Source: an optimization exercise on an open RTL-to-GDS flow (aim: small area). Production flows keep margins and buffers that such runs may drop. The RTL was checked by simulation tests, not by an equivalence proof against the original design. No activity file was given, so power comes from the tool's default toggle rates.

==> inputs of fjord <==
Design mips_core, start of the top module:
module mips_core( 
   inst_addr, mem_addr, mem_data_in, mem_write_en, halted,
   clk, inst_excpt, mem_excpt, inst, mem_data_out, rst_b
   );
clock: 15.0 ns
lec_check: 0
cap_margin: 20
core_margin: 2
core_utilization: 45
cts_cluster_diameter: 200
cts_cluster_size: 20
place_density: 0.6
slew_margin: 20
run.sh (not shown) runs the stock make flow with config.mk's settings and CLKGATE_MAP_FILE= SYNTH_SCRIPT=/design/flow/synth_recipe.tcl, a recipe that flattens the netlist after the stock synthesis.
==> inputs of onyx, as changes to fjord <==
--- a/flow/design.v
+++ b/flow/design.v
@@ -11,20 +11,22 @@
 			valid <= 31'b0;
 		else if (wr)
 			valid[rd_num] <= 1'b1;
 	always @(posedge clk)
 		if (wr)
 			mem[rd_num] <= rd_data;
+	wire rs_byp = rd_we && (rd_num == rs_num) && (rs_num != 0);
+	wire rt_byp = rd_we && (rd_num == rt_num) && (rt_num != 0);
 	reg  [31:0] rs_or, rt_or;
 	integer k;
 	always @(*) begin
-		rs_or = 32'h0;
-		rt_or = 32'h0;
+		rs_or = rs_byp ? rd_data : 32'h0;
+		rt_or = rt_byp ? rd_data : 32'h0;
 		for (k = 1; k < 32; k = k + 1) begin
-			rs_or = rs_or | ({32{valid[k] && (rs_num == k)}} & mem[k]);
-			rt_or = rt_or | ({32{valid[k] && (rt_num == k)}} & mem[k]);
+			rs_or = rs_or | ({32{!rs_byp && valid[k] && (rs_num == k)}} & mem[k]);
+			rt_or = rt_or | ({32{!rt_byp && valid[k] && (rt_num == k)}} & mem[k]);
 		end
 	end
 	assign rs_data = rs_or;
 	assign rt_data = rt_or;
 endmodule
 module btb16(rd_idx, pc_hi, tag_hit, hist, target, wr_idx, wr_tag, wr_hist, wr_target, wr_we, clk, rst_b);
@@ -436,13 +438,14 @@
    reg  [31:0] alu__out_MEM, rt_data_MEM, pcLink_MEM;
    reg  [4:0]  wr_reg_MEM;
    reg         ctrl_we_MEM, ctrl_Sys_MEM, jLink_en_MEM, st_MEM;
    reg  [1:0]  memtoreg_MEM, store_sel_MEM;
    reg  [2:0]  load_sel_MEM;
    reg  [31:0] wr_dataMem, pcLink_WB;
-   reg         sys_halt_WB;
+   reg  [4:0]  wr_reg_WB;
+   reg         ctrl_we_WB, jLink_en_WB, sys_halt_WB;
    reg  [31:0] hi_out, lo_out;
    reg         hi_v, lo_v;       
    reg         flush;
    reg         halted;
    wire        internal_halt, exception_halt, syscall_halt;
    wire        IFen, EXen, mispredict;
@@ -491,13 +494,13 @@
    wire [4:0]  rt_regNum = ctrl_Sys ? 5'd2 : dcd_rt;    
    wire [4:0]  wr_regNum = regdst ? dcd_rd : dcd_rt;
    wire [31:0] rs_data, rt_data, wr_data;
    wire [4:0]  wr_reg;
    regfile_forward RegFile(.rs_data(rs_data), .rt_data(rt_data), .rs_num(dcd_rs),
                            .rt_num(rt_regNum), .rd_num(wr_reg), .rd_data(wr_data),
-                           .rd_we(ctrl_we_MEM), .clk(clk), .rst_b(rst_b));
+                           .rd_we(ctrl_we_WB), .clk(clk), .rst_b(rst_b));
    wire [1:0]  fwd_rs_sel, fwd_rt_sel;
    wire        pcLinkSel;
    forwardData fwd(.wr_reg_EX(wr_reg_EX), .wr_reg_MEM(wr_reg_MEM), .dcd_rt(rt_regNum),
                    .dcd_rs(dcd_rs), .ctrl_we_EX(ctrl_we_EX), .ctrl_we_MEM(ctrl_we_MEM),
                    .jLink_en_EX(jLink_en_EX), .jLink_en_MEM(jLink_en_MEM),
                    .pcLinkSel(pcLinkSel), .rsfwd(fwd_rs_sel), .rtfwd(fwd_rt_sel));
@@ -577,13 +580,13 @@
    wire [1:0]  pcMuxSelFinal = (pcMuxSel_EX == 2'b01 && !branchTrue) ? 2'b00 : pcMuxSel_EX;
    wire [31:0] pc_EX4 = pc_EX + 32'd4;
    wire [31:0] br_target = pc_EX4 + {imm_full[29:0], 2'b00};
    wire [31:0] j_target = {pc_EX[31:28], target_EX, wr_reg_EX, imm_EX, 2'b00};
    wire [31:0] ctl_target;
    mux4to1 pcMux(ctl_target, pc_EX4, br_target, rs_fwd, j_target, pcMuxSelFinal);
-   assign newpc = ctl_target;
+   assign newpc = (pcMuxSelFinal == 2'b00 && !IFen) ? pc_EX : ctl_target;
    assign mispredict = !flush && (pcMuxSel_EX != 2'b00) && (pc_ID != ctl_target);
    wire        btb_wr_we = (pcMuxSelFinal != 2'b00);
    wire [1:0]  sat_inc = (history_EX == 2'b11) ? 2'b11 : history_EX + 2'b01;
    wire [1:0]  state_new = btbHit_EX ? sat_inc : (mispredict ? 2'b10 : 2'b01);
    btb16 btb(.rd_idx(pc[5:2]), .pc_hi(pc[31:2]), .tag_hit(btbHit), .hist(history),
              .target(btb_target), .wr_idx(pc_EX[5:2]), .wr_tag(pc_EX[31:6]),
@@ -640,22 +643,27 @@
        2'b10: wb_data = hi_v ? hi_out : 32'h0;
        default: wb_data = lo_v ? lo_out : 32'h0;
      endcase
    wire sys_halt;
    syscall_unit SU(.syscall_halt(sys_halt), .r_v0(rt_data_MEM), .Sys(ctrl_Sys_MEM));
    always @(posedge clk or negedge rst_b)
-     if (!rst_b)
+     if (!rst_b) begin
+        ctrl_we_WB <= 1'b0;
         sys_halt_WB <= 1'b0;
-     else
+     end else begin
+        ctrl_we_WB <= ctrl_we_MEM;
         sys_halt_WB <= sys_halt;
+     end
    always @(posedge clk) begin
         wr_dataMem <= wb_data;
         pcLink_WB <= pcLink_MEM;
+        wr_reg_WB <= wr_reg_MEM;
+        jLink_en_WB <= jLink_en_MEM;
    end
-   assign wr_data = jLink_en_MEM ? pcLink_MEM : wb_data;
-   assign wr_reg = jLink_en_MEM ? 5'd31 : wr_reg_MEM;
+   assign wr_data = jLink_en_WB ? pcLink_WB : wr_dataMem;
+   assign wr_reg = jLink_en_WB ? 5'd31 : wr_reg_WB;
    exception_unit EU(.exception_halt(exception_halt), .pc(pc), .IBE(inst_excpt));
    assign syscall_halt = sys_halt_WB;
    assign internal_halt = exception_halt | syscall_halt;
    always @(posedge clk or negedge rst_b)
      if (!rst_b)
        halted <= 1'b0;
==> run summary <==
global-route track usage on met2=between 50% and 60%; number of sequential storage elements=between 2,000 and 2,500; outcome=no timing/DRC/antenna violations; share of cell area taken by muxes after synthesis=4.85%; fillcell total=around 21,000; maximum cell stage delay along the critical path=roughly 0.83 ns; area taken by multi-input logic gates=~36,000 um2; Routed WL=~460,000 um; Worst R2R End=rt_data_EX[20]; worst slack after detailed placement=between 4 and 5 ns; ratio of total power to cell area=about 140 nW/um2; Die Y-Extent=roughly 500 um; post-synthesis cell count=8,131; post-layout utilization of the core=around half; share of cell area taken by multi-input logic gates=a little under a third; leading cell types by count after synthesis=edfxtp_1, clkbuf_1, a22oi_1; M1 wire length=between 150,000 and 200,000 um; standard cell with the maximum stage delay on the critical path=nor3_1; GPL Wtd Cong=between 0.9 and 1
The numbers above come from fjord.

==> run summary <==
post-layout utilization of the core=between 40 and 50%; worst slack after detailed placement=about 5.2 ns; Worst R2R End=pc_EX[9]; M1 wire length=between 150,000 and 200,000 um; post-synthesis sequential area ratio=around 64%; share of cell area taken by muxes after synthesis=about 4.3%; number of sequential storage elements=2,473; Net count, final=about 8,400; area taken by multi-input logic gates=36,900 um2; standard cell with the maximum stage delay on the critical path=buf_4; GPL Wtd Cong=between 0.9 and 1; post-synthesis cell count=between 8,000 and 9,000; outcome=no timing/DRC/antenna violations; leading cell types by count after synthesis=edfxtp_1, a22oi_1, clkbuf_1; fillcell total=21,100; Die Y-Extent=~500 um; ratio of total power to cell area=~160 nW/um2; Routed WL=approximately 470,000 um; maximum cell stage delay along the critical path=slightly below 0.8 ns; global-route track usage on met2=52.7%
The numbers above come from onyx.

==> separate check: timing with driven ports <==
No port has a modelled driver above. Below, the same layouts with a new extraction and two added sets of constraints. Step 1, drivers: a clkbuf_16 drives clk and a buf_2 each remaining input, both assumed. Step 2, shift: input delay + t, output delay - t, t = (earliest + latest rising clock arrival at the registers) / 2. This alone moves slack from input paths to output paths. a / b / c = no drivers / after step 1 / after step 2; a / b = the first two.
| run | t, ns | setup slack, ns | worst setup path after step 2 | slew at the worst register clock pin (ns) | worst data-port slew with drivers (ns) |
|---|---|---|---|---|---|
| fjord | 0.940 | 4.160 / 4.160 / 4.160 | register to register | 0.11 / 0.11 | 0.06 |
| onyx | 0.941 | 4.859 / 4.859 / 4.859 | register to register | 0.11 / 0.11 | 0.07 |
After both steps setup and hold are still met in every run listed.
